What follows belongs to an exercise in optimizing a design on an open flow for small area; a production flow would make more cautious choices. In this exercise RTL edits were held to simulation tests only and were not proved equivalent to the original. The clock cells of runs 4 to 7 come from the design's own scripts or RTL, not from TritonCTS. The clock input has no modelled driver; a real chip could not lean on it and would need a root buffer or a full tree. Power and IR drop assume default switching activity.

## flow/run.sh

```bash
#!/bin/bash
# ORFS layout as the standard.sh does it, with these changes:
#  - synthesis maps the logic with an area-oriented ABC script
#  - clock tree without dummy loads, from larger sink clusters
#  - port buffers of the smallest buffer cell
# Each tool's output is in standard.log and in the ORFS logs under orfs/logs.
set -e
export AREA_ABC_SCRIPT=$PWD/flow/area.abc
export FLOW_SYNTH_TCL=$PWD/synth_recipe.tcl
export CTS_ARGS="-sink_clustering_enable -repair_clock_nets -dont_use_dummy_load -buf_list sky130_fd_sc_hd__clkbuf_8 -sink_clustering_size 22 -sink_clustering_max_diameter 60"
export BUFFER_PORTS_ARGS="-buffer_cell sky130_fd_sc_hd__buf_1"
sed "s#SYNTH_SCRIPT=[^ ]*#SYNTH_SCRIPT=$PWD/flow/synth_abc.tcl#" standard.sh > standard_area.sh
bash standard_area.sh > standard.log 2>&1
```

## design.v

```verilog
module fifo_one_clk (rst, clk, write_data, write_req, read_req,
                     fifo_empty, fifo_full, more10, head, top, ovf_write, ovf_read, ovf_alloc);
input         rst, clk;
input  [7:0]  write_data;
input         write_req;    
input         read_req;     
output        fifo_empty, fifo_full;
output        more10;       
output [7:0]  head;         
output [7:0]  top;          
output        ovf_write;    
output        ovf_read;     
output        ovf_alloc;    
reg [79:0]  mem;
reg [3:0]   cnt;
assign fifo_empty = (cnt == 4'd0);
assign fifo_full  = (cnt == 4'd15);
wire write_to_fifo = write_req & !fifo_full;
wire eq10 = (cnt == 4'd10);
assign more10 = (cnt > 4'd10);
wire [3:0] tg;
assign tg[0] = write_to_fifo ^ read_req;
assign tg[1] = tg[0] & (cnt[0] ~^ write_to_fifo);
assign tg[2] = tg[1] & (cnt[1] ~^ write_to_fifo);
assign tg[3] = tg[2] & (cnt[2] ~^ write_to_fifo);
always @(posedge clk or negedge rst)
	if (!rst)
		cnt <= 4'd0;
	else
		cnt <= cnt ^ tg;
assign ovf_write = write_to_fifo & (more10 | (eq10 & !read_req));
assign ovf_read  = read_req & more10;
assign ovf_alloc = write_to_fifo & eq10 & !read_req;
always @(posedge clk)
	if (write_to_fifo)
		mem <= {mem[71:0], write_data};
assign top = mem[72 +: 8];
reg [7:0] rd;
integer k;
always @(*) begin
	rd = 8'd0;
	for (k = 0; k < 10; k = k + 1)
		rd = rd | (mem[k*8 +: 8] & {8{cnt == k + 1}});
end
assign head = rd;
endmodule
module switch(rst,clk,write_data_0, write_data_1,dest_0,dest_1,write_req_0, write_req_1,
data_ack_0, data_ack_1, read_data_0, read_data_1,read_data_valid_0, read_data_valid_1,source_add_0, source_add_1,
 configuration_address,configuration_data,configuration_data_valid);
input               rst,clk;
input       [7:0]   write_data_0, write_data_1;
input       [2:0]   dest_0, dest_1;
input               write_req_0, write_req_1;
output reg          data_ack_0, data_ack_1;
output reg  [7:0]   read_data_0, read_data_1;
output reg          read_data_valid_0, read_data_valid_1;
output reg          source_add_0, source_add_1;
input       [3:0]   configuration_address;
input       [7:0]   configuration_data;
input               configuration_data_valid;
reg [7:0] map;
reg       strict_rount, prioritized;
reg       last_read_out_0, last_read_out_1;
wire fifo_dest_0 = map[dest_0];
wire fifo_dest_1 = map[dest_1];
wire [3:0] empty, full, more10, rd, wreq, ovf_write, ovf_read, ovf_alloc;
wire [7:0] head0, head1, head2, head3;
wire [7:0] top0, top1, top2, top3;
assign wreq[0] = write_req_0 & !fifo_dest_0;
assign wreq[1] = write_req_0 &  fifo_dest_0;
assign wreq[2] = write_req_1 & !fifo_dest_1;
assign wreq[3] = write_req_1 &  fifo_dest_1;
always @(posedge clk or negedge rst)
	if (!rst) begin
		map          <= 8'b1111_0000;
		strict_rount <= 1'b1;
		prioritized  <= 1'b0;
	end else if (configuration_data_valid)
		case (configuration_address)
			0 : map <= configuration_data;
			1: {strict_rount, prioritized} <= configuration_data[1:0];
		endcase
always @(posedge clk or negedge rst)
	if (!rst) begin
		data_ack_0 <= 1'b0;
		data_ack_1 <= 1'b0;
	end else begin
		data_ack_0 <= write_req_0 & !(fifo_dest_0 ? full[1] : full[0]);
		data_ack_1 <= write_req_1 & !(fifo_dest_1 ? full[3] : full[2]);
	end
wire next_0 = strict_rount ? prioritized : !last_read_out_0;
wire next_1 = strict_rount ? prioritized : !last_read_out_1;
assign rd[0] = !empty[0] & (empty[2] | !next_0);
assign rd[2] = !empty[2] & (empty[0] |  next_0);
assign rd[1] = !empty[1] & (empty[3] | !next_1);
assign rd[3] = !empty[3] & (empty[1] |  next_1);
always @(posedge clk or negedge rst)
	if (!rst) begin
		read_data_valid_0 <= 1'b0;
		read_data_valid_1 <= 1'b0;
		last_read_out_0   <= 1'b0;
		last_read_out_1   <= 1'b0;
	end else begin
		read_data_valid_0 <= rd[0] | rd[2];
		read_data_valid_1 <= rd[1] | rd[3];
		if (read_data_valid_0) last_read_out_0 <= source_add_0;
		if (read_data_valid_1) last_read_out_1 <= source_add_1;
	end
reg  [39:0] mem_a, mem_b;
reg  [2:0]  cnt_a, cnt_b;
reg  [1:0]  own_a, own_b;
wire        busy_a = (cnt_a != 3'd0);
wire        busy_b = (cnt_b != 3'd0);
wire [3:0] grant_a, grant_b;
assign grant_a[0] = ovf_alloc[0] & !busy_a;
assign grant_a[1] = ovf_alloc[1] & !busy_a & !ovf_alloc[0];
assign grant_a[2] = ovf_alloc[2] & !busy_a & !(|ovf_alloc[1:0]);
assign grant_a[3] = ovf_alloc[3] & !busy_a & !(|ovf_alloc[2:0]);
assign grant_b    = ovf_alloc & ~grant_a;
wire [3:0] is_a = {busy_a & own_a == 2'd3, busy_a & own_a == 2'd2,
                   busy_a & own_a == 2'd1, busy_a & own_a == 2'd0};
wire [3:0] is_b = {busy_b & own_b == 2'd3, busy_b & own_b == 2'd2,
                   busy_b & own_b == 2'd1, busy_b & own_b == 2'd0};
wire [3:0] wr_a_q = ovf_write & (is_a | grant_a);
wire [3:0] wr_b_q = ovf_write & (is_b | grant_b);
wire wr_a = |wr_a_q;
wire wr_b = |wr_b_q;
wire rd_a = |(ovf_read & is_a);
wire rd_b = |(ovf_read & is_b);
reg [7:0] wd_a, wd_b;
always @(*) begin
	case (busy_a ? own_a : {grant_a[3] | grant_a[2], grant_a[3] | grant_a[1]})
		2'd0: wd_a = top0;
		2'd1: wd_a = top1;
		2'd2: wd_a = top2;
		default: wd_a = top3;
	endcase
	case (busy_b ? own_b : {grant_b[3] | grant_b[2], grant_b[3] | grant_b[1]})
		2'd0: wd_b = top0;
		2'd1: wd_b = top1;
		2'd2: wd_b = top2;
		default: wd_b = top3;
	endcase
end
wire [2:0] tg_a, tg_b;
assign tg_a[0] = wr_a ^ rd_a;
assign tg_a[1] = tg_a[0] & (cnt_a[0] ~^ wr_a);
assign tg_a[2] = tg_a[1] & (cnt_a[1] ~^ wr_a);
assign tg_b[0] = wr_b ^ rd_b;
assign tg_b[1] = tg_b[0] & (cnt_b[0] ~^ wr_b);
assign tg_b[2] = tg_b[1] & (cnt_b[1] ~^ wr_b);
always @(posedge clk or negedge rst)
	if (!rst) begin
		cnt_a <= 3'd0;
		cnt_b <= 3'd0;
	end else begin
		cnt_a <= cnt_a ^ tg_a;
		cnt_b <= cnt_b ^ tg_b;
	end
always @(posedge clk) begin
	if (|grant_a) own_a <= {grant_a[3] | grant_a[2], grant_a[3] | grant_a[1]};
	if (|grant_b) own_b <= {grant_b[3] | grant_b[2], grant_b[3] | grant_b[1]};
	if (wr_a) mem_a <= {mem_a[31:0], wd_a};
	if (wr_b) mem_b <= {mem_b[31:0], wd_b};
end
reg [7:0] head_a, head_b;
integer k;
always @(*) begin
	head_a = 8'd0;
	head_b = 8'd0;
	for (k = 0; k < 5; k = k + 1) begin
		head_a = head_a | (mem_a[k*8 +: 8] & {8{cnt_a == k + 1}});
		head_b = head_b | (mem_b[k*8 +: 8] & {8{cnt_b == k + 1}});
	end
end
wire [3:0] rd_p  = rd & ~more10;
wire       rd_a0 = rd_a & !own_a[0];
wire       rd_a1 = rd_a &  own_a[0];
wire       rd_b0 = rd_b & !own_b[0];
wire       rd_b1 = rd_b &  own_b[0];
always @(posedge clk) begin
	source_add_0 <= rd[2];
	source_add_1 <= rd[3];
	read_data_0  <= (head0 & {8{rd_p[0]}}) | (head2 & {8{rd_p[2]}}) |
	                (head_a & {8{rd_a0}}) | (head_b & {8{rd_b0}});
	read_data_1  <= (head1 & {8{rd_p[1]}}) | (head3 & {8{rd_p[3]}}) |
	                (head_a & {8{rd_a1}}) | (head_b & {8{rd_b1}});
end
fifo_one_clk FIFO_IN0_OUT0 (.rst(rst), .clk(clk), .write_data(write_data_0),
	.write_req(wreq[0]), .read_req(rd[0]),
	.fifo_empty(empty[0]), .fifo_full(full[0]), .more10(more10[0]), .head(head0), .top(top0),
	.ovf_write(ovf_write[0]), .ovf_read(ovf_read[0]), .ovf_alloc(ovf_alloc[0]));
fifo_one_clk FIFO_IN0_OUT1 (.rst(rst), .clk(clk), .write_data(write_data_0),
	.write_req(wreq[1]), .read_req(rd[1]),
	.fifo_empty(empty[1]), .fifo_full(full[1]), .more10(more10[1]), .head(head1), .top(top1),
	.ovf_write(ovf_write[1]), .ovf_read(ovf_read[1]), .ovf_alloc(ovf_alloc[1]));
fifo_one_clk FIFO_IN1_OUT0 (.rst(rst), .clk(clk), .write_data(write_data_1),
	.write_req(wreq[2]), .read_req(rd[2]),
	.fifo_empty(empty[2]), .fifo_full(full[2]), .more10(more10[2]), .head(head2), .top(top2),
	.ovf_write(ovf_write[2]), .ovf_read(ovf_read[2]), .ovf_alloc(ovf_alloc[2]));
fifo_one_clk FIFO_IN1_OUT1 (.rst(rst), .clk(clk), .write_data(write_data_1),
	.write_req(wreq[3]), .read_req(rd[3]),
	.fifo_empty(empty[3]), .fifo_full(full[3]), .more10(more10[3]), .head(head3), .top(top3),
	.ovf_write(ovf_write[3]), .ovf_read(ovf_read[3]), .ovf_alloc(ovf_alloc[3]));
endmodule
```

## flow/area.abc

```
&get -n
&st
&dch
&nf -R 1000 -p
&put
topo
```

## constraint.sdc

```tcl
create_clock -name core_clock -period 5.0 [get_ports {clk}]
set_input_delay 1.0000 -clock core_clock [delete_from_list [all_inputs] [get_ports {clk}]]
set_output_delay 1.0000 -clock core_clock [all_outputs]
set_load 0.01 [all_outputs]
```

## flow/synth_abc.tcl

```tcl
# The standard synthesis script, with Yosys's abc pass given an
# area-oriented ABC script (flow/area.abc) in place of ORFS's speed script.
# Only the combinational mapping changes; the registers are the same.
proc abc {args} {
  set i [lsearch $args -script]
  if {$i >= 0} { lset args [expr {$i+1}] $::env(AREA_ABC_SCRIPT) }
  puts "abc: $args"
  yosys abc {*}$args
}
source $::env(FLOW_SYNTH_TCL)
```

## config.mk

```make
export PLATFORM = sky130hd
export DESIGN_NAME = switch
export DESIGN_NICKNAME = switch
export VERILOG_FILES = /design/flow/design.v
export SDC_FILE = /design/flow/constraint.sdc
export NUM_CORES = 4
export LEC_CHECK = 0
export CAP_MARGIN = 20
export CORE_MARGIN = 2
export CORE_UTILIZATION = 65
export PLACE_DENSITY = 0.75
export SLEW_MARGIN = 20
```

## standard.sh

```bash
#!/bin/bash
# synth_recipe.tcl (not shown) runs the flow's synth.tcl, then flattens the netlist and writes it again
# the make line also repeats each setting of config.mk as NAME=value (left out here)
make -C /OpenROAD-flow-scripts/flow DESIGN_CONFIG=/design/flow/config.mk WORK_HOME=/design/flow/orfs CLKGATE_MAP_FILE= SYNTH_SCRIPT=/design/flow/synth_recipe.tcl "${@:-finish}"
```

==> results_dict.tcl, run 1 <==
set metrics [dict create \
    finalWeightedCongestion 0.9060 \
    syn_inst 1104 \
    multiInputGateArea_um2 4148 \
    antenna_found_initial 0 \
    ant_nets 0 \
    start_util_pct 65.60 \
    path_class "in -> reg" \
    grt_pass1_vias 10120 \
    die_w_um 168.2 \
    slew_headroom_pct 23.07 \
    die_area_um2 28300 \
    synth-async-reset-ratio_pct 8.261 \
    run_status "no timing/DRC/antenna violations" \
    synth-adder-area-share_pct 0 \
    tns_ns 0 \
    synth_compound_area_share_pct 10.79 \
    crit_path_end "mem_a[5]" \
    cp_max_fo 40 \
    fin_crit_ns 3.960 \
    regArea_um2 13450 \
    p_leak_nw 6.175 \
    postCtsSetupBuffers 0 \
    path_cells "buf_1 -> mux4_2 -> mux2i_1 -> nand3_1 -> clkinv_2 -> o21ai_0 -> nor3_1 -> nand3_1 -> and2_1 -> nand2_1 -> o32ai_2 -> nor3_4 -> clkinv_4" \
    ys_seq_area_share_pct 76.71 \
    synth_top_family_by_area "compound AO/OA/AOI/OAI gates" \
    max-cap-violations 0 \
    clockRootBuffer "clkbuf_8" \
    cts_hold_buf 0 \
    drt-total-wl_mm 41.36 \
    rsz0062_at_grt "false" \
    fmax_mhz 252.5 \
    syn2layout_area_growth_pct 8.399 \
    hpwl_mm 29.20 \
    skew_ns 0.06791 \
    syn_nets 1143 \
    io_pins 61 \
    synth_flop_cell "edfxtp_1" \
    vias 10840 \
    clock_sinks 460 \
    hold_viol 0 \
    cts.path.max_buffers 3 \
    syn_avg_cell_area_um2 15.88 \
    slew_viol_final 0 \
    drc 0 \
    cp_common_cell "nand3_1" \
    synthXorXnorAreaFrac_pct 1.549 \
    yosys_warnings 2 \
    syn_area_um2 17530 \
    grt_max_degree 85 \
    drive_gt1_share_pct 8.023 \
    clkLatencyLatePin_ns 0.64 \
    cts.reportedPaths.clkPinSlew_ns 0.11 \
    critical_path_arrival_ns 4.19 \
    r2r_cells 12 \
    cts_resized 0 \
    synth_enable_flop_cells 404 \
    cp_slowest_cell "mux4_2" \
    ir_worst_vdd_mv 0.3306 \
    grt_usage_pct 29.42 \
    gr-total-overflow 0 \
    max_stage_delay_ns 0.51 \
    synth-simple-area-share_pct 9.334 \
    r2r_start "FIFO_IN1_OUT0.cnt[1]" \
    start_kind "input port" \
    n_antenna_cell 0 \
    setup_viol_count_final 0 \
    path_depth 13 \
    dr.pass1.iters 9 \
    portBuffers 60 \
    num_rows 60 \
    nFillCells 1772 \
    muxShareOfSynthArea_pct 1.513 \
    timing.final.crit_share_pct 79.21 \
    nNetsFinal 1275 \
    worst_pin_slew_ns 1.145 \
    startpoint "dest_1[0]" \
    routed_via_density 6.880 \
    reg2reg_slack_ns 1.20 \
    final_util_pct 71.11 \
    ys_ff_latch 460 \
    drtIter0Drc 1952 \
    die_y_um 168.2 \
    worstHoldPathType "reg -> reg" \
    cp_top_family "simple AND/OR/NAND/NOR gates" \
    numCtsBuffers 31 \
    p_per_area_nw_per_um2 573.2 \
    core_um2 26730 \
    path_buf_inv 3 \
    r2r-end "mem_a[5]" \
    tritoncts "yes" \
    synth_cell_types 38 \
    wl_per_cell_um 26.26 \
    cts_max_level 1 \
    grt_pass1_wl_mm 62.53 \
    required_ns 5.23 \
    end_kind "register" \
]
## how the worst min path moves through the flow
stage                     startpoint                    end  cells past startpoint
2_1_floorplan   FIFO_IN0_OUT0.mem[2]  FIFO_IN0_OUT0.mem[10]                      0
3_3_place_gp   FIFO_IN0_OUT1.mem[63]  FIFO_IN0_OUT1.mem[71]                      0
3_5_place_dp   FIFO_IN1_OUT1.mem[71]  FIFO_IN1_OUT1.mem[79]                      0
4_1_cts                    mem_a[23]              mem_a[31]                      0
5_1_grt                    mem_b[15]              mem_b[23]                      0
6_report                   mem_a[23]              mem_a[31]                      0
## kinds of logic (layout without fill, tap and decap cells)
logic type	count (synthesis)	count (layout)
XOR/XNOR	31	31
multiplexers	20	20
AND/OR/NAND/NOR	344	344
buffers and inverters	5	135
AO/OA/AOI/OAI	244	244
flip-flops	460	460
## per-stage QoR
stage | power (mW) | cells | setup slack, ns | instance area [um2] | hold slack, ns
3_3_place_gp | 9.169 | 1543 | 0.5236 | 18560 | 0.4280
4_1_cts | 10.83 | 1574 | 1.067 | 18990 | 0.4028
5_1_grt | 11.36 | 1575 | 0.7364 | 19010 | 0.4070
2_1_floorplan | 7.801 | 1104 | -1.037 | 17610 | 0.4252
3_5_place_dp | 9.267 | 1543 | 0.4194 | 18560 | 0.4335
6_report | 10.89 | 1575 | 1.040 | 19010 | 0.4063
## layout by cell type, fill, tap and decap left out, types with 3 or more instances in the layout
master / n
or2_0: 3
a22o_1: 14
a221o_1: 8
xnor2_1: 13
mux4_2: 4
or3_1: 6
and3_1: 31
nand2b_1: 22
nand4_1: 3
xor2_1: 18
edfxtp_1: 404
nor3_1: 42
nor2_2: 5
a22oi_1: 24
dfstp_2: 5
mux2i_1: 4
o21ai_0: 21
nand2_1: 130
dfrtp_1: 33
a21oi_1: 63
a222oi_1: 98
nand3_1: 17
nor4_1: 9
mux2_1: 12
dfxtp_1: 18
nor3b_2: 3
nor3b_1: 3
nor2_1: 47
nand3b_1: 3
clkbuf_8: 31
nor2b_1: 7
and3b_1: 3
buf_4: 37
a31oi_1: 9
and2_0: 3
buf_1: 59
## cells in the mapped netlist (3+ instances only)
cell type / instances / area, um2
mux2_1: 12 / 135.1
and3_1: 31 / 193.9
nor2_1: 52 / 195.2
dfrtp_1: 33 / 825.8
and3b_1: 3 / 26.28
edfxtp_1: 404 / 12130
a22o_1: 14 / 122.6
or2_0: 3 / 18.77
nand3_1: 17 / 85.08
nor2b_1: 7 / 43.79
or3_1: 6 / 37.54
nor4_1: 9 / 56.30
a221o_1: 8 / 80.08
a22oi_1: 24 / 180.2
xor2_1: 18 / 157.7
a21oi_1: 63 / 315.3
nand2b_1: 23 / 143.9
o21ai_0: 23 / 115.1
nand3b_1: 3 / 22.52
mux2i_1: 4 / 40.04
clkinv_1: 5 / 18.77
nand2_1: 132 / 495.5
a222oi_1: 98 / 980.9
dfxtp_1: 18 / 360.4
dfstp_2: 5 / 131.4
and2_0: 4 / 25.02
xnor2_1: 13 / 113.9
mux4_2: 4 / 90.09
nand4_1: 3 / 18.77
nor3b_1: 6 / 45.04
a31oi_1: 9 / 56.30
nor3_1: 44 / 220.2
## worst register-to-register path, delay by kind of cell (launching register included)
family | cells | cell delay (ns)
simple gates | 8 | 1.98
buf+inv | 2 | 0.55
flops | 1 | 0.51
compound gates | 2 | 0.39
## metal layers
| layer | wire, um | part of all wire [%] | vias to the layer above | GRT usage (%) |
|---|---|---|---|---|
| met4 | 1803 | 4.4 | 0 | 10.53 |
| met2 | 18440 | 45 | 666 | 43.12 |
| met3 | 4164 | 10 | 85 | 3.879 |
| met5 | 0 | 0 | - | 0 |
| met1 | 16960 | 41 | 5317 | 46.30 |
| li1 | - | - | 4768 | - |
## state kept, by name, indices dropped and copies added, names as in the netlist, 8 cells and up
| register | count |
|---|---|
| FIFO_IN0_OUT0.mem | 80 |
| FIFO_IN0_OUT1.mem | 80 |
| FIFO_IN1_OUT0.mem | 80 |
| FIFO_IN1_OUT1.mem | 80 |
| mem_a | 40 |
| mem_b | 40 |
| map | 8 |
| read_data_0 | 8 |
| read_data_1 | 8 |
## area by class of cell
type / instances / area share, %
Sequential cell: 460 / 70.76
Inverter: 5 / 0.1382
Clock buffer: 31 / 2.245
Multi-Input combinational cell: 639 / 21.82
Timing Repair Buffer: 99 / 2.785
Tap cell: 341 / 2.245
## power breakdown
group          leakage (nW)  internal (mW)  switching, mW  total (mW)
registers              4.36           5.26          0.626        5.89
logic                  1.59           1.14           2.24        3.38
clock network         0.223          0.554           1.07        1.63
total                  6.18           6.96           3.94        10.9
==> run 2: changes to the inputs <==
--- a/flow/run.sh
+++ b/flow/run.sh
@@ -8,5 +8,5 @@
 export AREA_ABC_SCRIPT=$PWD/flow/area.abc
 export FLOW_SYNTH_TCL=$PWD/synth_recipe.tcl
-export CTS_ARGS="-sink_clustering_enable -repair_clock_nets -dont_use_dummy_load -buf_list sky130_fd_sc_hd__clkbuf_8 -sink_clustering_size 22 -sink_clustering_max_diameter 60"
+export CTS_ARGS="-sink_clustering_enable -repair_clock_nets -dont_use_dummy_load -buf_list sky130_fd_sc_hd__clkbuf_8 -sink_clustering_size 20 -sink_clustering_max_diameter 55"
 export BUFFER_PORTS_ARGS="-buffer_cell sky130_fd_sc_hd__buf_1"
 sed "s#SYNTH_SCRIPT=[^ ]*#SYNTH_SCRIPT=$PWD/flow/synth_abc.tcl#" standard.sh > standard_area.sh
==> flow/area.abc (replaced) <==
&get -n
&st
&dch
&nf -R 1000 -p -C 32 -F 10 -A 10
&put
topo
--- a/config.mk
+++ b/config.mk
@@ -8,5 +8,5 @@
 export CAP_MARGIN = 20
 export CORE_MARGIN = 2
-export CORE_UTILIZATION = 65
-export PLACE_DENSITY = 0.75
+export CORE_UTILIZATION = 70
+export PLACE_DENSITY = 0.8
 export SLEW_MARGIN = 20
==> run 2 against run 1 <==
Routed wire length grew 0.14%; still clean on timing, DRC and antenna; clock power grew 5%; clock skew grew 0.028 ns; critical path type unchanged; sequential power grew 1%; worst setup slack lost 0.24 ns.
==> results_dict.tcl, run 2 <==
set metrics [dict create \
    run_status "no timing/DRC/antenna violations" \
    synth_cell_types 39 \
    ant_nets 0 \
    ys_top_cells_by_area "edfxtp_1, a222oi_1, dfrtp_1" \
    clock_sinks 460 \
    ys_ff_latch 460 \
    start_kind "input port" \
    layoutNonFillerInstCount 1484 \
    grt_usage_pct 31.69 \
    crit_path_end "cnt_b[2]" \
    fmax_mhz 237.9 \
    syn_avg_cell_area_um2 16.74 \
    timing.final.crit_share_pct 84.05 \
    startpoint "dest_0[0]" \
    drt-total-wl_mm 41.42 \
    yosysTopAreaCellShare_pct 69.75 \
    die_area_um2 26120 \
    vias 10940 \
    die_y_um 161.6 \
    numCtsBuffers 35 \
    syn_nets 1078 \
    cts_resized 0 \
    io_pins 61 \
    tritoncts "yes" \
    wl_per_cell_um 27.91 \
    ys_seq_area_share_pct 77.33 \
    worstHoldPathType "reg -> reg" \
    regArea_um2 13450 \
    nNetsFinal 1201 \
    postCtsSetupBuffers 0 \
    grt_pass1_vias 10220 \
    path_cells "buf_1 -> mux4_2 -> mux2i_1 -> a311o_1 -> nor2_1 -> nand2_1 -> nor2_1 -> or4_1 -> nor4_1 -> and2_1 -> nor3b_1 -> a31oi_1 -> xnor2_1" \
    n_antenna_cell 0 \
    r2r-end "cnt_b[2]" \
    portBuffers 60 \
    grt_pass1_wl_mm 61.40 \
    r2r_start "FIFO_IN0_OUT0.cnt[2]" \
    slew_viol_final 0 \
    synth_common_cells "edfxtp_1, a222oi_1, nand2_1" \
    finalWeightedCongestion 0.9622 \
    cp_slowest_cell "nor4_1" \
    drive_gt1_share_pct 8.793 \
    synth_enable_flop_cells 404 \
    dr.pass1.iters 10 \
    nFillCells 1418 \
    multiInputGateArea_um2 4056 \
    ir_worst_vdd_mv 0.4993 \
    syn_inst 1039 \
    slew_headroom_pct 20.22 \
    fin_crit_ns 4.203 \
    cts.path.max_buffers 3 \
    clkLatencyLatePin_ns 0.57 \
    clockRootBuffer "clkbuf_8" \
    start_util_pct 71.31 \
    setup_viol_count_final 0 \
    synth_flop_cell "edfxtp_1" \
    max-cap-violations 0 \
    layout_common_cells "edfxtp_1, a222oi_1, nand2_1" \
    fin_total_pwr_mw 10.92 \
    hpwl_mm 28.83 \
    syn2layout_area_growth_pct 8.582 \
    path_class "in -> reg" \
    cp_common_cell "nor2_1" \
    hold_viol 0 \
    end_kind "register" \
    yosys.area.top_type "edfxtp_1" \
    routed_via_density 7.371 \
    cts_hold_buf 0 \
    cts_max_level 2 \
    tns_ns 0 \
    cp_max_fo 8 \
    gr-total-overflow 0 \
    cts.reportedPaths.clkPinSlew_ns 0.11 \
    max_stage_delay_ns 0.63 \
    skew_ns 0.09620 \
    drtIter0Drc 2403 \
    mostFrequentLayoutCell "edfxtp_1" \
    die_w_um 161.6 \
    antenna_found_initial 1 \
    rsz0062_at_grt "false" \
    synth-async-reset-ratio_pct 8.261 \
    yosysMostFrequentCell "edfxtp_1" \
    grt_max_degree 84 \
    reg2reg_slack_ns 0.88 \
    p_per_area_nw_per_um2 578.1 \
    yosys_warnings 2 \
    final_util_pct 77.43 \
    dp.cells 1449 \
    core_um2 24390 \
    worst_pin_slew_ns 1.188 \
    drc 0 \
    hold-worst-slack_ns 0.4265 \
    num_rows 57 \
    required_ns 5.42 \
    r2r_cells 11 \
    syn_area_um2 17390 \
    critical_path_arrival_ns 4.62 \
    p_leak_nw 6.163 \
]
==> run 2: how the worst min path moves through the flow <==
stage | from | end | slack, ns | cells after the start
2_1_floorplan | FIFO_IN0_OUT0.mem[14] | FIFO_IN0_OUT0.mem[22] | 0.42 | 0
3_3_place_gp | FIFO_IN1_OUT1.mem[71] | FIFO_IN1_OUT1.mem[79] | 0.43 | 0
3_5_place_dp | FIFO_IN0_OUT0.mem[46] | FIFO_IN0_OUT0.mem[54] | 0.43 | 0
4_1_cts | FIFO_IN1_OUT0.mem[63] | FIFO_IN1_OUT0.mem[71] | 0.43 | 0
5_1_grt | FIFO_IN0_OUT1.mem[11] | FIFO_IN0_OUT1.mem[19] | 0.42 | 0
6_report | FIFO_IN0_OUT1.mem[11] | FIFO_IN0_OUT1.mem[19] | 0.43 | 0
==> run 2: metal layers <==
| layer | wire (um) | GRT usage (%) | share of wire [%] | up-vias |
|---|---|---|---|---|
| met4 | 1575 | 10.86 | 3.8 | 2 |
| met3 | 4946 | 4.931 | 12 | 107 |
| met5 | 17 | 0 | 0.041 | - |
| li1 | - | - | - | 4609 |
| met1 | 15890 | 48.31 | 38 | 5350 |
| met2 | 18990 | 48.15 | 46 | 871 |
==> run 2: cells by family (layout without fill, tap and decap cells) <==
| logic type | count (synthesis) | after routing | synth area share [%] |
|---|---|---|---|
| xor+xnor | 34 | 34 | 1.712 |
| compound gates | 272 | 272 | 12.59 |
| mux | 18 | 18 | 1.410 |
| flops | 460 | 460 | 77.33 |
| buf+inv | 10 | 131 | 0.2158 |
| simple gates | 245 | 245 | 6.748 |
==> run 2: power breakdown <==
part / leakage [nW] / internal [mW] / switching, mW
Combinational: 1.54 / 1.05 / 2.20
Clock: 0.252 / 0.632 / 1.08
Sequential: 4.37 / 5.28 / 0.676
==> run 2: cell type report <==
| cell class | count | share of cell area, % |
|---|---|---|
| clock buffer | 35 | 2.551 |
| multi-input combinational | 569 | 21.48 |
| timing repair buffer | 86 | 2.365 |
| inverter | 10 | 0.2451 |
| tap | 324 | 2.147 |
| sequential | 460 | 71.21 |
==> run 2: per-stage QoR <==
step	setup slack, ns	cell area [um2]
finish	0.7973	18890
global route	0.5833	18890
global placement	0.4419	18350
detailed placement	0.2925	18360
CTS	0.8430	18850
floorplan	-0.3140	17500
==> run 2: critical path: cells and delay by family <==
kind / cells / cell delay [ns]
xor gates and xnor gates: 1 / 0.15
and+or+nand+nor: 7 / 2.05
muxes: 2 / 0.80
buffers and inverters: 1 / 0.15
AOI/OAI and AO/OA: 2 / 0.48
==> run 3: changes to the inputs <==
--- a/flow/run.sh
+++ b/flow/run.sh
@@ -8,5 +8,5 @@
 export AREA_ABC_SCRIPT=$PWD/flow/area.abc
 export FLOW_SYNTH_TCL=$PWD/synth_recipe.tcl
-export CTS_ARGS="-sink_clustering_enable -repair_clock_nets -dont_use_dummy_load -buf_list sky130_fd_sc_hd__clkbuf_8 -sink_clustering_size 20 -sink_clustering_max_diameter 55"
+export CTS_ARGS="-sink_clustering_enable -repair_clock_nets -dont_use_dummy_load -buf_list sky130_fd_sc_hd__clkbuf_4 -sink_clustering_size 10 -sink_clustering_max_diameter 40"
 export BUFFER_PORTS_ARGS="-buffer_cell sky130_fd_sc_hd__buf_1"
 sed "s#SYNTH_SCRIPT=[^ ]*#SYNTH_SCRIPT=$PWD/flow/synth_abc.tcl#" standard.sh > standard_area.sh
==> run 3 against run 2 <==
First-iteration DRC count fell by 2.0%; critical path type is now reg -> reg; flip-flop and latch count unchanged; global-route usage increased by 0.32 points; worst setup slack improved by 0.093 ns; final cell count rose by 1.5%; still clean; register-to-register slack about the same; sequential power about the same; count of clock-buffer cells in the layout rose by 21; via count grew 0.75%; non-clock buffer count unchanged; design area fell by 0.30%.
==> results_dict.tcl, run 3 <==
set metrics [dict create \
    synth_cell_types 39 \
    drt-total-wl_mm 41.55 \
    r2r-end "cnt_b[2]" \
    holdPathStages 0 \
    drive_gt1_share_pct 10.41 \
    syn_nets 1078 \
    grt_pass1_wl_mm 62.02 \
    start_kind "register" \
    fin_crit_ns 4.110 \
    syn_area_um2 17390 \
    reg2reg_slack_ns 0.89 \
    slew_viol_final 0 \
    min_to "FIFO_IN0_OUT0.mem[65]" \
    cts.reportedPaths.clkPinSlew_ns 0.11 \
    synth_common_cells "edfxtp_1, a222oi_1, nand2_1" \
    synth-async-reset-ratio_pct 8.261 \
    grt_max_degree 84 \
    layout_common_cells "edfxtp_1, a222oi_1, nand2_1" \
    antenna_found_initial 1 \
    required_ns 5.57 \
    cp_max_fo 12 \
    worst_pin_slew_ns 1.169 \
    ys_seq_area_share_pct 77.33 \
    fmax_mhz 243.3 \
    place_area_um2 18360 \
    num_rows 57 \
    grt_pass1_vias 10460 \
    r2r_cells 11 \
    max-cap-violations 0 \
    tns_ns 0 \
    cts_max_level 2 \
    syn_avg_cell_area_um2 16.74 \
    gr-total-overflow 0 \
    postCtsSetupBuffers 0 \
    end_kind "register" \
    drtIter0Drc 2354 \
    worstHoldPathType "reg -> reg" \
    synth_enable_flop_cells 404 \
    routed_via_density 7.313 \
    hold_viol 0 \
    wl_per_cell_um 27.57 \
    portBuffers 60 \
    ys_ff_latch 460 \
    yosys_warnings 2 \
    yosysTopAreaCellShare_pct 69.75 \
    p_per_area_nw_per_um2 573.7 \
    critical_path_arrival_ns 4.68 \
    finalInstanceArea_um2 18830 \
    ir_worst_vdd_mv 0.3001 \
    rsz0062_at_grt "false" \
    syn2layout_area_growth_pct 8.258 \
    skew_ns 0.1058 \
    setup_viol_count_final 0 \
    die_area_um2 26120 \
    core_um2 24390 \
    cts_resized 0 \
    finalWeightedCongestion 0.9622 \
    syn_inst 1039 \
    vias 11020 \
    mostFrequentLayoutCell "edfxtp_1" \
    r2r_start "FIFO_IN0_OUT0.cnt[2]" \
    cts_hold_buf 0 \
    yosys.area.top_type "edfxtp_1" \
    dr.pass1.iters 12 \
    timing.final.crit_share_pct 82.20 \
    synth_flop_cell "edfxtp_1" \
    tritoncts "yes" \
    hpwl_mm 28.83 \
    clockRootBuffer "clkbuf_4" \
    fin_total_pwr_mw 10.80 \
    min_from "FIFO_IN0_OUT0.mem[57]" \
    cts.path.max_buffers 3 \
    die_y_um 161.6 \
    slew_headroom_pct 21.47 \
    run_status "no timing/DRC/antenna violations" \
    path_class "reg -> reg" \
    drc 0 \
    ys_top_cells_by_area "edfxtp_1, a222oi_1, dfrtp_1" \
    io_pins 61 \
    die_w_um 161.6 \
    numCtsBuffers 56 \
    p_leak_nw 6.169 \
    yosysMostFrequentCell "edfxtp_1" \
    grt_usage_pct 32.02 \
    clock_sinks 460 \
    nNetsFinal 1222 \
    clkLatencyLatePin_ns 0.75 \
    ant_nets 0 \
    start_util_pct 71.31 \
]
run 3: cell counts after synthesis:
No cell type changed its count.
run 3: through the flow:
stage / cells / utilization [%] / setup slack, ns / hold slack, ns
after floorplan: 1039 / - / -0.3140 / 0.4211
after global placement: 1449 / 75.25 / 0.4419 / 0.4255
after detailed placement: 1449 / 75.29 / 0.2925 / 0.4327
after CTS: 1505 / 77.01 / 0.9451 / 0.3872
after global routing: 1506 / 77.19 / 0.6460 / 0.4105
final: 1507 / 77.20 / 0.8902 / 0.4144
run 3: worst max-delay path: stages (launching register included):
cell and delay (ns):
dfrtp_1 0.57, nand2b_1 0.27, nor2_1 0.76, nor2_1 0.16, a22oi_1 0.33, nor4_1 0.09
or4_1 0.48, nor4_1 0.62, and2_1 0.26, nor3b_1 0.22, a31oi_1 0.08, xnor2_1 0.15
run 3: per-layer routing:
layer | share of wire [%] | GRT usage [%]
met1 | 38 | 48.14
met2 | 46 | 47.92
met3 | 12 | 5.675
met4 | 4.2 | 12.79
met5 | 0 | 0
run 3: kinds of logic (layout without fill, tap and decap cells):
| logic type | Yosys count | in the layout | share of synthesized area [%] |
|---|---|---|---|
| flops | 460 | 460 | 77.33 |
| compound gates | 272 | 272 | 12.59 |
| simple gates | 245 | 245 | 6.748 |
| xor+xnor | 34 | 34 | 1.712 |
| mux | 18 | 18 | 1.410 |
| buf+inv | 10 | 152 | 0.2158 |
| other cells | 0 | 2 | 0 |
run 3: how the worst max path moves through the flow:
stage	from	to	slack [ns]	cells after the start
4_1_cts	FIFO_IN1_OUT0.cnt[3]	cnt_b[2]	0.95	13
2_1_floorplan	dest_0[0]	mem_b[2]	-0.31	15
5_1_grt	FIFO_IN1_OUT1.cnt[1]	cnt_b[2]	0.65	16
6_report	FIFO_IN0_OUT0.cnt[2]	cnt_b[2]	0.89	11
3_5_place_dp	dest_0[0]	cnt_b[2]	0.29	13
3_3_place_gp	dest_0[0]	cnt_b[2]	0.44	13
run 3: where the power goes:
group          switching (mW)  leakage, nW  internal, mW
combinational            2.18         1.54          1.05
clock                    1.11        0.258         0.513
sequential              0.674         4.37          5.28
total                    3.96         6.17          6.84
run 3: final cells by class:
type / count / area [um2]
flip-flops and latches: 460 / 13450
well taps: 324 / 405.4
clock buffers: 56 / 420.4
diodes: 2 / 5.005
multi-input cells: 569 / 4056
fillers: 1455 / 5562
repair buffers: 86 / 446.7
inverters: 10 / 46.29
==> run 4: changes to the inputs <==
==> flow/run.sh (replaced) <==
#!/bin/bash
# ORFS layout as the standard.sh does it, with these changes:
#  - synthesis maps the logic with an area-oriented ABC script
#  - a plain two-level clock tree (flow/clock_tree.tcl) in place of TritonCTS
#  - port buffers of the smallest buffer cell
# Each tool's output is in standard.log and in the ORFS logs under orfs/logs.
set -e
export AREA_ABC_SCRIPT=$PWD/flow/area.abc
export FLOW_SYNTH_TCL=$PWD/synth_recipe.tcl
export PRE_CTS_TCL=$PWD/flow/clock_tree.tcl
export CLK_GROUP=16
export CLK_LEAF=sky130_fd_sc_hd__clkbuf_8
export CLK_ROOT=sky130_fd_sc_hd__clkbuf_16
export BUFFER_PORTS_ARGS="-buffer_cell sky130_fd_sc_hd__buf_1"
sed "s#SYNTH_SCRIPT=[^ ]*#SYNTH_SCRIPT=$PWD/flow/synth_abc.tcl#" standard.sh > standard_area.sh
bash standard_area.sh > standard.log 2>&1
==> flow/clock_tree.tcl (new file) <==
# Loaded by cts.tcl (PRE_CTS_TCL): replaces TritonCTS with a plain two-level
# clock tree, one leaf buffer per geographic group of sinks and one root buffer.
proc build_clock_tree {} {
  set group_size [expr {[info exists ::env(CLK_GROUP)] ? $::env(CLK_GROUP) : 24}]
  set leaf_cell  [expr {[info exists ::env(CLK_LEAF)] ? $::env(CLK_LEAF) : "sky130_fd_sc_hd__clkbuf_8"}]
  set root_cell  [expr {[info exists ::env(CLK_ROOT)] ? $::env(CLK_ROOT) : "sky130_fd_sc_hd__clkbuf_16"}]
  set db [ord::get_db]
  set block [ord::get_db_block]
  set clk_net [$block findNet clk]
  set sinks {}
  foreach it [$clk_net getITerms] {
    set inst [$it getInst]
    set bb [$inst getBBox]
    set x [expr {([$bb xMin] + [$bb xMax]) / 2}]
    set y [expr {([$bb yMin] + [$bb yMax]) / 2}]
    lappend sinks [list $x $y $it]
  }
  set n [llength $sinks]
  set ngroups [expr {int(ceil(double($n) / $group_size))}]
  # columns x rows of groups, about square
  set ncols [expr {int(ceil(sqrt($ngroups)))}]
  set nrows [expr {int(ceil(double($ngroups) / $ncols))}]
  set sinks [lsort -integer -index 0 $sinks]
  set per_col [expr {int(ceil(double($n) / $ncols))}]
  set groups {}
  for {set c 0} {$c < $ncols} {incr c} {
    set col [lrange $sinks [expr {$c * $per_col}] [expr {($c + 1) * $per_col - 1}]]
    if {[llength $col] == 0} continue
    set col [lsort -integer -index 1 $col]
    set nr [expr {int(ceil(double([llength $col]) / $group_size))}]
    set per_row [expr {int(ceil(double([llength $col]) / $nr))}]
    for {set r 0} {$r < $nr} {incr r} {
      set g [lrange $col [expr {$r * $per_row}] [expr {($r + 1) * $per_row - 1}]]
      if {[llength $g]} { lappend groups $g }
    }
  }
  set leaf_master [$db findMaster $leaf_cell]
  set root_master [$db findMaster $root_cell]
  set root_net [odb::dbNet_create $block clknet_root]
  $root_net setSigType CLOCK
  set i 0
  set sx 0; set sy 0
  foreach g $groups {
    set cx 0; set cy 0
    foreach s $g { incr cx [lindex $s 0]; incr cy [lindex $s 1] }
    set cx [expr {$cx / [llength $g]}]
    set cy [expr {$cy / [llength $g]}]
    set buf [odb::dbInst_create $block $leaf_master clkbuf_leaf_$i]
    set net [odb::dbNet_create $block clknet_leaf_$i]
    $net setSigType CLOCK
    foreach s $g {
      set it [lindex $s 2]
      $it disconnect
      $it connect $net
    }
    [$buf findITerm X] connect $net
    [$buf findITerm A] connect $root_net
    $buf setLocation $cx $cy
    $buf setPlacementStatus PLACED
    incr sx $cx; incr sy $cy
    incr i
  }
  set root [odb::dbInst_create $block $root_master clkbuf_root]
  [$root findITerm A] connect $clk_net
  [$root findITerm X] connect $root_net
  $root setLocation [expr {$sx / $i}] [expr {$sy / $i}]
  $root setPlacementStatus PLACED
  puts "clock tree: $n sinks, $i leaf buffers ($leaf_cell), root $root_cell"
}

rename clock_tree_synthesis ""
proc clock_tree_synthesis {args} {
  build_clock_tree
  set_propagated_clock [all_clocks]
}
==> run 4 against run 3 <==
Combinational power barely moved; sequential power about the same; critical path depth rose by 2.
==> results_dict.tcl, run 4 <==
set metrics [dict create \
    run_status "no timing/DRC/antenna violations" \
    antenna_found_initial 1 \
    timing.final.crit_share_pct 83.78 \
    hold-worst-slack_ns 0.4449 \
    yosysMostFrequentCell "edfxtp_1" \
    yosys_warnings 2 \
    synth-async-reset-ratio_pct 8.261 \
    skew_ns 0.03397 \
    yosys.area.top_type "edfxtp_1" \
    grt_pass1_wl_mm 60.62 \
    core_um2 24390 \
    routed.top_layer "met5" \
    layout_common_cells "edfxtp_1, a222oi_1, nand2_1" \
    crit_path_end "cnt_b[2]" \
    slew_headroom_pct 18.78 \
    routed_via_density 7.320 \
    startpoint "FIFO_IN1_OUT0.cnt[0]" \
    grt_max_degree 84 \
    cts_resized 0 \
    syn_nets 1078 \
    syn2layout_area_growth_pct 8.330 \
    path_cells "nor4_1 -> nor3_1 -> nor2_1 -> buf_4 -> nor2_1 -> a22oi_1 -> nor4_1 -> or4_1 -> nor4_1 -> and2_1 -> nor3b_1 -> a31oi_1 -> xnor2_1" \
    drt-total-wl_mm 41.18 \
    ys_top_cells_by_area "edfxtp_1, a222oi_1, dfrtp_1" \
    hold_viol 0 \
    wl_per_cell_um 27.82 \
    start_kind "register" \
    die_area_um2 26120 \
    dr.pass1.iters 10 \
    max-cap-violations 0 \
    syn_area_um2 17390 \
    cp_top_family "simple AND/OR/NAND/NOR gates" \
    setup_ws_ns 0.8112 \
    synth_flop_cell "edfxtp_1" \
    synth_cell_types 39 \
    fin_crit_ns 4.189 \
    r2r-end "cnt_b[2]" \
    slew_viol_final 0 \
    worstHoldPathType "reg -> reg" \
    io_pins 61 \
    nFillCells 1428 \
    portBuffers 60 \
    path_class "reg -> reg" \
    mostFrequentLayoutCell "edfxtp_1" \
    wl_met3_mm 4.979 \
    cts.reportedPaths.clkPinSlew_ns 0.11 \
    ys_ff_latch 460 \
    path_buf_inv 1 \
    final_util_pct 77.25 \
    syn_avg_cell_area_um2 16.74 \
    grt_usage_pct 31.02 \
    reg2reg_slack_ns 0.81 \
    cp_max_fo 11 \
    ant_nets 0 \
    die_w_um 161.6 \
    wl_met1_mm 15.63 \
    syn_inst 1039 \
    ys_seq_area_share_pct 77.33 \
    synth_enable_flop_cells 404 \
    required_ns 5.43 \
    drtIter0Drc 2151 \
    dp_slack_ns 0.2925 \
    r2r_start "FIFO_IN1_OUT0.cnt[0]" \
    synth_common_cells "edfxtp_1, a222oi_1, nand2_1" \
    critical_path_arrival_ns 4.62 \
    grt_pass1_vias 10190 \
    vias 10830 \
    fin_total_pwr_mw 10.84 \
    clkLatencyLatePin_ns 0.56 \
    hpwl_mm 28.83 \
    cp_common_cell "nor4_1" \
    n_antenna_cell 0 \
    gr-total-overflow 0 \
    cp_slowest_cell "nor4_1" \
    end_kind "register" \
    fmax_mhz 238.7 \
    ir_worst_vdd_mv 0.3686 \
    p_per_area_nw_per_um2 575.2 \
    finalWeightedCongestion 0.9622 \
    postCtsSetupBuffers 0 \
    path_depth 13 \
    worst_pin_slew_ns 1.209 \
    rsz0062_at_grt "false" \
    route.met2.wl_mm 18.41 \
    num_rows 57 \
    nNetsFinal 1197 \
    cts_hold_buf 0 \
    start_util_pct 71.31 \
    die_y_um 161.6 \
    drive_gt1_share_pct 8.478 \
    r2r_cells 13 \
    yosysTopAreaCellShare_pct 69.75 \
    drc 0 \
    setup_viol_count_final 0 \
    max_stage_delay_ns 0.80 \
    p_leak_nw 6.139 \
]
==> run 4: worst min path at each step <==
stage	cells past startpoint	slack, ns	endpoint	from
finish	0	0.44	FIFO_IN0_OUT0.mem[21]	FIFO_IN0_OUT0.mem[13]
CTS	0	0.44	FIFO_IN1_OUT0.mem[53]	FIFO_IN1_OUT0.mem[45]
floorplan	0	0.42	FIFO_IN0_OUT0.mem[22]	FIFO_IN0_OUT0.mem[14]
global route	0	0.45	FIFO_IN1_OUT0.mem[75]	FIFO_IN1_OUT0.mem[67]
global placement	0	0.43	FIFO_IN1_OUT1.mem[79]	FIFO_IN1_OUT1.mem[71]
detailed placement	0	0.43	FIFO_IN0_OUT0.mem[54]	FIFO_IN0_OUT0.mem[46]
==> run 4: area by class of cell <==
cell class | instances | area (um2) | share of cell area (%)
Inverter | 10 | 46.29 | 0.2457
Multi-Input combinational cell | 569 | 4056 | 21.53
Sequential cell | 460 | 13450 | 71.38
Buffer | 31 | 437.9 | 2.324
Timing Repair Buffer | 86 | 446.7 | 2.371
Tap cell | 324 | 405.4 | 2.152
==> run 4: per-layer routing <==
layer / up-vias / global-route usage [%]
met2: 810 / 46.39
li1: 4620 / -
met4: 2 / 12.79
met5: - / 0
met1: 5284 / 46.37
met3: 118 / 5.675
==> run 4: cell families after synthesis <==
kind of cell    Yosys count  synth area share, %
compound gates          272                12.59
xor+xnor                 34                1.712
buf+inv                  10               0.2158
flops                   460                77.33
mux                      18                1.410
simple gates            245                6.748
==> run 4: through the flow <==
step	std cells	cell area, um2	TNS [ns]
2_1_floorplan	1039	17500	-21.91
3_3_place_gp	1449	18350	0
3_5_place_dp	1449	18360	0
4_1_cts	1480	18800	0
5_1_grt	1480	18840	0
6_report	1480	18840	0
==> run 4: report_power, final <==
part           switching [mW]  internal, mW  leakage [nW]
clock network            1.06         0.566         0.228
registers               0.674          5.28          4.37
logic                    2.21          1.05          1.54
==> run 5: changes to the inputs <==
--- a/flow/run.sh
+++ b/flow/run.sh
@@ -12,4 +12,5 @@
 export CLK_LEAF=sky130_fd_sc_hd__clkbuf_8
 export CLK_ROOT=sky130_fd_sc_hd__clkbuf_16
+export REMOVE_ABC_BUFFERS=1
 export BUFFER_PORTS_ARGS="-buffer_cell sky130_fd_sc_hd__buf_1"
 sed "s#SYNTH_SCRIPT=[^ ]*#SYNTH_SCRIPT=$PWD/flow/synth_abc.tcl#" standard.sh > standard_area.sh
==> run 5 against run 4 <==
Sequential share of layout area is 0.40 points higher; fmax increased by 0.35%; largest cell class unchanged; flip-flop and latch count unchanged; utilization shrank 0.43 points; first-iteration DRC count increased by 6.5%.
==> results_dict.tcl, run 5 <==
set metrics [dict create \
    max-cap-violations 0 \
    r2r_start "FIFO_IN0_OUT0.cnt[0]" \
    run_status "no timing/DRC/antenna violations" \
    drtIter0Drc 2291 \
    gr-total-overflow 0 \
    syn2layout_area_growth_pct 7.726 \
    ir_worst_vdd_mv 0.3820 \
    worst_pin_slew_ns 1.130 \
    grt_usage_pct 31.61 \
    postCtsSetupBuffers 0 \
    ys_ff_latch 460 \
    die_w_um 161.6 \
    synth_enable_flop_cells 404 \
    yosysTopAreaCellShare_pct 69.75 \
    path_class "in -> reg" \
    drc 0 \
    grt_max_degree 84 \
    ys_top_cells_by_area "edfxtp_1, a222oi_1, dfrtp_1" \
    hpwl_mm 29.35 \
    synth-async-reset-ratio_pct 8.261 \
    r2r-end "cnt_b[2]" \
    hold_viol 0 \
    cts_resized 0 \
    start_kind "input port" \
    cts_hold_buf 0 \
    seq_power_share_pct 55.4 \
    setup_ws_ns 0.8258 \
    portBuffers 60 \
    hold-worst-slack_ns 0.4502 \
    syn_inst 1039 \
    antenna_found_initial 1 \
    yosys.area.top_type "edfxtp_1" \
    nNetsFinal 1201 \
    min_to "FIFO_IN1_OUT1.mem[68]" \
    die_area_um2 26120 \
    ant_nets 0 \
    routed_via_density 7.327 \
    grt_pass1_wl_mm 62.39 \
    cp_max_fo 4 \
    syn_avg_cell_area_um2 16.74 \
    die_y_um 161.6 \
    holdPathStages 0 \
    core_um2 24390 \
    swShare_pct 36.04 \
    slew_viol_final 0 \
    nFillCells 1414 \
    tns_ns 0 \
    end_kind "register" \
    mostFrequentLayoutCell "edfxtp_1" \
    grt_pass1_vias 10130 \
    skew_ns 0.03042 \
    synth_common_cells "edfxtp_1, a222oi_1, nand2_1" \
    ys_seq_area_share_pct 77.33 \
    dr.pass1.iters 10 \
    io_pins 61 \
    drt-total-wl_mm 41.31 \
    switchingPower_mw 3.880 \
    setup_viol_count_final 0 \
    n_antenna_cell 0 \
    required_ns 5.45 \
    r2r_cells 11 \
    yosysMostFrequentCell "edfxtp_1" \
    num_rows 57 \
    clkLatencyLatePin_ns 0.55 \
    p_leak_nw 6.112 \
    critical_path_arrival_ns 4.62 \
    yosys_warnings 2 \
    wl_per_cell_um 27.84 \
    internal_power_mw 6.885 \
    start_util_pct 71.31 \
    synth_cell_types 39 \
    rsz0062_at_grt "false" \
    vias 10870 \
    finalWeightedCongestion 0.9500 \
    drive_gt1_share_pct 6.724 \
    worstHoldPathType "reg -> reg" \
    layout_common_cells "edfxtp_1, a222oi_1, nand2_1" \
    fmax_mhz 239.6 \
    fin_crit_ns 4.174 \
    dp_slack_ns 0.2537 \
    timing.final.crit_share_pct 83.48 \
    p_per_area_nw_per_um2 574.6 \
    cts.reportedPaths.clkPinSlew_ns 0.11 \
    synth_flop_cell "edfxtp_1" \
    comb_power_share_pct 29.4 \
    min_from "FIFO_IN1_OUT1.mem[60]" \
    slew_headroom_pct 24.10 \
    syn_area_um2 17390 \
    reg2reg_slack_ns 0.98 \
    power.share.clock_pct 15.1 \
]
-- run 5: cell types whose count changed in the layout (fill, tap and decap cells not counted), moves of 3 or more --
cell and change:
and2_4 -3, nor3_1 +7, and2_0 +5, clkinv_2 -3, buf_2 +4, nor3_2 -7
o21ai_0 +3
-- run 5: routing by layer --
metal  GRT usage [%]  routed length, um
met1           49.71              16250
met3           3.801               4765
met5               0                  0
met2           48.23              18860
met4           8.890               1437
-- run 5: power by group through the flow --
stage	Clock [mW]	Sequential [mW]	Combinational, mW
final	1.63	5.97	3.17
after floorplan	0	5.82	1.90
after global placement	0	5.96	3.01
after detailed placement	0	6.03	3.07
after global routing	1.75	6.06	3.36
after CTS	1.64	5.95	3.07
-- run 5: final cells by class --
class / count / area [um2] / area share, %
repair buffers: 90 / 466.7 / 2.491
multi-input cells: 569 / 3940 / 21.03
well taps: 324 / 405.4 / 2.164
plain buffers: 31 / 437.9 / 2.337
inverters: 10 / 37.54 / 0.2003
flip-flops and latches: 460 / 13450 / 71.78
-- run 5: critical path: stages --
cell and delay [ns]:
buf_1 0.15, mux4_2 0.51, mux2i_1 0.38, nand3_1 0.22, inv_2 0.11, o21ai_0 0.16
nor3_1 0.24, buf_4 0.16, nand3_1 0.10, nand2_1 0.13, nand2_1 0.10, nor4_1 0.62
and2_0 0.26, nor3b_1 0.23, a31oi_1 0.09, xnor2_1 0.15
-- run 5: kinds of logic (layout without fill, tap and decap cells) --
family	count (synthesis)	count (layout)	synth area share [%]
flops	460	460	77.33
xor+xnor	34	34	1.712
compound gates	272	272	12.59
simple gates	245	245	6.748
mux	18	18	1.410
buf+inv	10	131	0.2158
-- run 5: worst max path at each step --
stage	from	end	slack, ns	depth (start not counted)
6_report	dest_1[0]	cnt_b[2]	0.83	16
5_1_grt	dest_1[0]	cnt_b[2]	0.44	16
4_1_cts	dest_1[0]	cnt_b[2]	0.84	16
3_5_place_dp	dest_1[0]	cnt_b[2]	0.25	16
3_3_place_gp	dest_1[0]	cnt_b[2]	0.40	16
2_1_floorplan	dest_0[0]	mem_a[0]	-4.45	12
-- run 5: through the flow --
step	total power [mW]	area [um2]	cells	util (%)
floorplan	7.716	17390	1039	-
global placement	8.968	18260	1449	74.88
detailed placement	9.094	18280	1452	74.96
CTS	10.66	18720	1483	76.76
global route	11.18	18740	1484	76.82
finish	10.77	18740	1484	76.82
==> run 6: changes to the inputs <==
--- a/flow/run.sh
+++ b/flow/run.sh
@@ -3,4 +3,6 @@
 #  - synthesis maps the logic with an area-oriented ABC script
 #  - a plain two-level clock tree (flow/clock_tree.tcl) in place of TritonCTS
+#  - no timing repair at floorplan (REMOVE_ABC_BUFFERS): later stages repair
+#    timing with placement in hand
 #  - port buffers of the smallest buffer cell
 # Each tool's output is in standard.log and in the ORFS logs under orfs/logs.
==> run 6 against run 5 <==
Routed wire length stayed put; clock skew stayed put; first-iteration DRC count stayed put; critical path depth stayed put; area after synthesis stayed put; combinational power hardly changed; largest power group unchanged; flip-flop and latch count stayed put; worst setup slack stayed put; total power stayed put; clock power hardly changed.
==> results_dict.tcl, run 6 <==
set metrics [dict create \
    run_status "no timing/DRC/antenna violations" \
    cts_hold_buf 0 \
    busiest_layer "met1" \
    dr.pass1.iters 10 \
    cp_max_fo 4 \
    core_um2 24390 \
    routed_via_density 7.327 \
    clkLatencyLatePin_ns 0.55 \
    ant_nets 0 \
    ir_worst_vdd_mv 0.3820 \
    grt_usage_pct 31.61 \
    hold_viol 0 \
    p_leak_nw 6.112 \
    synth_compound_area_share_pct 12.59 \
    rsz0062_at_grt "false" \
    r2r-end "cnt_b[2]" \
    tns_ns 0 \
    wl_per_cell_um 27.84 \
    synth_cell_types 39 \
    path_class "in -> reg" \
    antenna_found_initial 1 \
    drt-total-wl_mm 41.31 \
    portBuffers 60 \
    ys_top_cells_by_area "edfxtp_1, a222oi_1, dfrtp_1" \
    synth-simple-area-share_pct 6.748 \
    finalWeightedCongestion 0.9500 \
    cts_resized 0 \
    fin_crit_ns 4.174 \
    layout_common_cells "edfxtp_1, a222oi_1, nand2_1" \
    slew_viol_final 0 \
    syn_inst 1039 \
    cts.reportedPaths.clkPinSlew_ns 0.11 \
    gr-usage-met1_pct 49.71 \
    critical_path_arrival_ns 4.62 \
    nFillCells 1414 \
    end_kind "register" \
    synth-adder-area-share_pct 0 \
    required_ns 5.45 \
    grt_use_met3_pct 3.801 \
    io_pins 61 \
    grt_util_met2_pct 48.23 \
    worst_pin_slew_ns 1.130 \
    holdPathStages 0 \
    grt_pass1_wl_mm 62.39 \
    layoutNonFillerInstCount 1484 \
    drive_gt1_share_pct 6.724 \
    yosys_warnings 2 \
    p_per_area_nw_per_um2 574.6 \
    ys_seq_area_share_pct 77.33 \
    grt_max_degree 84 \
    yosysTopAreaCellShare_pct 69.75 \
    r2r_cells 11 \
    vias 10870 \
    n_antenna_cell 0 \
    synth-async-reset-ratio_pct 8.261 \
    drtIter0Drc 2291 \
    synthXorXnorAreaFrac_pct 1.712 \
    hold-worst-slack_ns 0.4502 \
    muxShareOfSynthArea_pct 1.410 \
    synth_enable_flop_cells 404 \
    setup_viol_count_final 0 \
    reg2reg_slack_ns 0.98 \
    ys_ff_latch 460 \
    die_w_um 161.6 \
    max-cap-violations 0 \
    gr-total-overflow 0 \
    num_rows 57 \
    yosys.area.top_type "edfxtp_1" \
    worstHoldPathType "reg -> reg" \
    skew_ns 0.03042 \
    timing.final.crit_share_pct 83.48 \
    nNetsFinal 1201 \
    die_area_um2 26120 \
    start_kind "input port" \
    hpwl_mm 29.35 \
    die_y_um 161.6 \
    postCtsSetupBuffers 0 \
    slew_headroom_pct 24.10 \
    syn_avg_cell_area_um2 16.74 \
    r2r_start "FIFO_IN0_OUT0.cnt[0]" \
    synth_top_family_by_area "compound AO/OA/AOI/OAI gates" \
    fmax_mhz 239.6 \
    syn2layout_area_growth_pct 7.726 \
    dp.cells 1452 \
    min_from "FIFO_IN1_OUT1.mem[60]" \
    synth_flop_cell "edfxtp_1" \
    mostFrequentLayoutCell "edfxtp_1" \
    grt_pass1_vias 10130 \
    synth_common_cells "edfxtp_1, a222oi_1, nand2_1" \
    min_to "FIFO_IN1_OUT1.mem[68]" \
    yosysMostFrequentCell "edfxtp_1" \
    start_util_pct 71.31 \
    drc 0 \
    syn_area_um2 17390 \
]
run 6: cell counts in the layout (fill, tap and decap cells not counted):
Identical to the previous run, type by type.
run 6: area by class of cell:
type | instances | area (um2) | share of cell area (%)
Buffer | 31 | 437.9 | 2.337
Inverter | 10 | 37.54 | 0.2003
Multi-Input combinational cell | 569 | 3940 | 21.03
Sequential cell | 460 | 13450 | 71.78
Tap cell | 324 | 405.4 | 2.164
Timing Repair Buffer | 90 | 466.7 | 2.491
run 6: cells by family after synthesis:
family | after synthesis
buffers and inverters | 10
and+or+nand+nor | 245
DFF | 460
xor gates and xnor gates | 34
muxes | 18
AOI/OAI and AO/OA | 272
run 6: metrics by stage:
| stage | power, mW | utilization (%) | instance area, um2 | setup slack, ns |
|---|---|---|---|---|
| floorplan | 7.716 | - | 17390 | -4.454 |
| global placement | 8.968 | 74.88 | 18260 | 0.3991 |
| detailed placement | 9.094 | 74.96 | 18280 | 0.2537 |
| CTS | 10.66 | 76.76 | 18720 | 0.8354 |
| global route | 11.18 | 76.82 | 18740 | 0.4404 |
| finish | 10.77 | 76.82 | 18740 | 0.8258 |
run 6: worst max path at each step:
stage / endpoint / from / slack [ns] / cells after the start
global route: cnt_b[2] / dest_1[0] / 0.44 / 16
floorplan: mem_a[0] / dest_0[0] / -4.45 / 12
global placement: cnt_b[2] / dest_1[0] / 0.40 / 16
detailed placement: cnt_b[2] / dest_1[0] / 0.25 / 16
finish: cnt_b[2] / dest_1[0] / 0.83 / 16
CTS: cnt_b[2] / dest_1[0] / 0.84 / 16
run 6: power by group:
part	switching [mW]	total (mW)	internal, mW
Sequential	0.683	5.97	5.28
Combinational	2.13	3.17	1.04
Clock	1.06	1.63	0.566
Total	3.88	10.8	6.89
run 6: metal layers:
| layer | share of wire (%) | wire length [um] |
|---|---|---|
| met2 | 46 | 18860 |
| met1 | 39 | 16250 |
| met4 | 3.5 | 1437 |
| met5 | 0 | 0 |
| met3 | 12 | 4765 |
run 6: worst max-delay path: stages:
cell and delay (ns):
buf_1 0.15, mux4_2 0.51, mux2i_1 0.38, nand3_1 0.22, inv_2 0.11, o21ai_0 0.16
nor3_1 0.24, buf_4 0.16, nand3_1 0.10, nand2_1 0.13, nand2_1 0.10, nor4_1 0.62
and2_0 0.26, nor3b_1 0.23, a31oi_1 0.09, xnor2_1 0.15
==> run 7: changes to the inputs <==
--- a/config.mk
+++ b/config.mk
@@ -9,4 +9,5 @@
 export CORE_MARGIN = 2
 export CORE_UTILIZATION = 70
+export GPL_TIMING_DRIVEN = 0
 export PLACE_DENSITY = 0.8
 export SLEW_MARGIN = 20
==> run 7 against run 6 <==
Via count shrank 1.5%; fmax shrank 11%; register-to-register slack lost 0.50 ns; worst setup slack lost 0.53 ns; design area grew 0.27%; sequential share of layout area shrank 0.19 points; routed wire length shrank 1.4%; sequential power is essentially flat; flip-flop and latch count is the same; largest power group unchanged.
==> results_dict.tcl, run 7 <==
set metrics [dict create \
    grt_pass1_wl_mm 60.20 \
    grt_pass1_vias 10080 \
    drtIter0Drc 2259 \
    fin_crit_ns 4.702 \
    grt_max_degree 84 \
    cp_max_fo 83 \
    portBuffers 60 \
    multiInputGateArea_um2 4038 \
    ant_nets 0 \
    required_ns 5.18 \
    slew_headroom_pct 19.08 \
    max_stage_delay_ns 0.55 \
    vias 10710 \
    end_kind "register" \
    ys_seq_area_share_pct 77.33 \
    path_class "in -> reg" \
    cts.reportedPaths.clkPinSlew_ns 0.09 \
    synth_flop_cell "edfxtp_1" \
    max-cap-violations 0 \
    slew_viol_final 0 \
    grt_usage_pct 30.82 \
    drc 0 \
    start_kind "input port" \
    path_buf_inv 3 \
    drt-total-wl_mm 40.75 \
    cts_hold_buf 0 \
    ys_top_cells_by_area "edfxtp_1, a222oi_1, dfrtp_1" \
    wl_per_cell_um 27.85 \
    p_leak_nw 6.058 \
    place_area_um2 18200 \
    io_pins 61 \
    synth_common_cells "edfxtp_1, a222oi_1, nand2_1" \
    routed_via_density 7.321 \
    ir_worst_vdd_mv 0.3620 \
    fmax_mhz 212.7 \
    run_status "no timing/DRC/antenna violations" \
    worst_pin_slew_ns 1.205 \
    syn_avg_cell_area_um2 16.74 \
    timing.final.crit_share_pct 94.05 \
    p_per_area_nw_per_um2 571.2 \
    antenna_found_initial 0 \
    dr.pass1.iters 10 \
    postCtsSetupBuffers 0 \
    layout_common_cells "edfxtp_1, a222oi_1, nand2_1" \
    syn_inst 1039 \
    hold_viol 0 \
    clkLatencyLatePin_ns 0.55 \
    layoutNonFillerInstCount 1463 \
    num_rows 57 \
    yosysTopAreaCellShare_pct 69.75 \
    finalWeightedCongestion 1.001 \
    final_util_pct 77.02 \
    synth_enable_flop_cells 404 \
    die_w_um 161.6 \
    dp.cells 1431 \
    die_y_um 161.6 \
    worstHoldPathType "reg -> reg" \
    hold-worst-slack_ns 0.4384 \
    n_antenna_cell 0 \
    yosys.area.top_type "edfxtp_1" \
    gr-total-overflow 0 \
    setup_viol_count_final 0 \
    nFillCells 1408 \
    nNetsFinal 1180 \
    cp_slowest_cell "nand3b_1" \
    mostFrequentLayoutCell "edfxtp_1" \
    synth-async-reset-ratio_pct 8.261 \
    die_area_um2 26120 \
    syn_area_um2 17390 \
    drive_gt1_share_pct 6.848 \
    hpwl_mm 28.25 \
    cp_top_family "simple AND/OR/NAND/NOR gates" \
    path_cells "buf_1 -> mux4_2 -> mux2i_2 -> nand3b_1 -> clkinv_8 -> and4b_1 -> or4_1 -> nor4_2 -> clkinv_4" \
    synth_cell_types 39 \
    finalInstanceArea_um2 18790 \
    regArea_um2 13450 \
    ys_ff_latch 460 \
    core_um2 24390 \
    skew_ns 0.03030 \
    syn2layout_area_growth_pct 8.014 \
    yosysMostFrequentCell "edfxtp_1" \
    yosys_warnings 2 \
    start_util_pct 71.31 \
    critical_path_arrival_ns 4.89 \
]
## run 7: logic make-up after synthesis
logic type / Yosys count / share of synthesized area (%)
xor gates and xnor gates: 34 / 1.712
and+or+nand+nor: 245 / 6.748
muxes: 18 / 1.410
DFF: 460 / 77.33
AOI/OAI and AO/OA: 272 / 12.59
buffers and inverters: 10 / 0.2158
## run 7: worst paths after layout
kind	depth (start not counted)	slack, ns	startpoint	to
setup / recovery	9	0.30	dest_1[0]	mem_b[27]
hold / removal	0	0.44	FIFO_IN1_OUT0.mem[22]	FIFO_IN1_OUT0.mem[30]
setup reg to reg	12	0.48	FIFO_IN1_OUT1.cnt[1]	mem_b[3]
hold reg to reg	0	0.44	FIFO_IN1_OUT0.mem[22]	FIFO_IN1_OUT0.mem[30]
max in group asynchronous	2	3.92	rst	strict_rount
min in group asynchronous	1	0.46	rst	FIFO_IN1_OUT1.cnt[0]
## run 7: routing by layer
layer,vias to the layer above,GRT usage (%),wire length (um)
met3,118,5.265,4765
met5,-,0,0
met4,0,12.11,1946
li1,4578,-,-
met1,5236,46.65,15660
met2,779,46.10,18380
## run 7: cell type report
type | count | share of cell area [%]
flip-flops and latches | 460 | 71.59
repair buffers | 68 | 1.898
multi-input cells | 569 | 21.49
well taps | 324 | 2.158
plain buffers | 31 | 2.331
repair inverters | 1 | 0.04662
inverters | 10 | 0.4862
## run 7: stage by stage
stage	power (mW)	setup TNS, ns	worst slack, ns
after floorplan	7.716	-558.32	-4.454
after global placement	8.849	-1144.86	-7.401
after detailed placement	9.004	-97.26	-1.139
after CTS	10.57	0	0.02055
after global routing	11.14	-0.009235	-0.009235
final	10.73	0	0.2977
## run 7: timing repair
item                                   CTS  global route
setup endpoints to repair               92            94
pin swaps                                0             0
gates cloned                             0             1
resized for setup                        7             8
endpoints found under the hold margin    0             0
## run 7: where the power goes
part	internal [mW]	switching, mW
logic	0.994	2.17
clock network	0.566	1.05
registers	5.28	0.675
total	6.84	3.89

[separate check: timing with driven ports]
Ports are ideal in the flow. The routed layouts listed here were re-timed in OpenROAD. Step 1 assumes that a clkbuf_16 drives the clock port and a buf_2 every other input. Step 2 adds t to the input delays and takes it off the output delays; t is the mean of the earliest and latest rising clock arrival at the registers after step 1. Input paths then give back, and output paths get back, about the clock's delay inside the block. Three values: ideal, step 1, step 2; two values: the first two.
run | shift t [ns] | setup WS [ns] | worst setup path at the end | clock arrival spread, ns | slew at the worst register clock pin (ns)
run 1 | 0.651 | 1.040 / 1.060 / 0.409 | input to register | 0.071 / 0.071 | 0.12 / 0.12
run 2 | 0.572 | 0.797 / 0.814 / 0.242 | input to register | 0.097 / 0.097 | 0.12 / 0.12
run 3 | 0.743 | 0.890 / 0.890 / 0.248 | input to register | 0.106 / 0.106 | 0.11 / 0.11
run 4 | 0.597 | 0.811 / 0.811 / 0.265 | input to register | 0.035 / 0.035 | 0.12 / 0.12
run 5 | 0.585 | 0.826 / 0.847 / 0.261 | input to register | 0.033 / 0.033 | 0.11 / 0.11
run 6 | 0.585 | 0.826 / 0.847 / 0.261 | input to register | 0.033 / 0.033 | 0.11 / 0.11
run 7 | 0.585 | 0.298 / 0.321 / -0.265 | input to register | 0.031 / 0.031 | 0.11 / 0.11
Met with ideal ports but missed after step 2: setup timing in run 7. The setup slack of run 3, which loses most, moves by 0.000 ns with the drivers and by -0.642 ns with both steps.
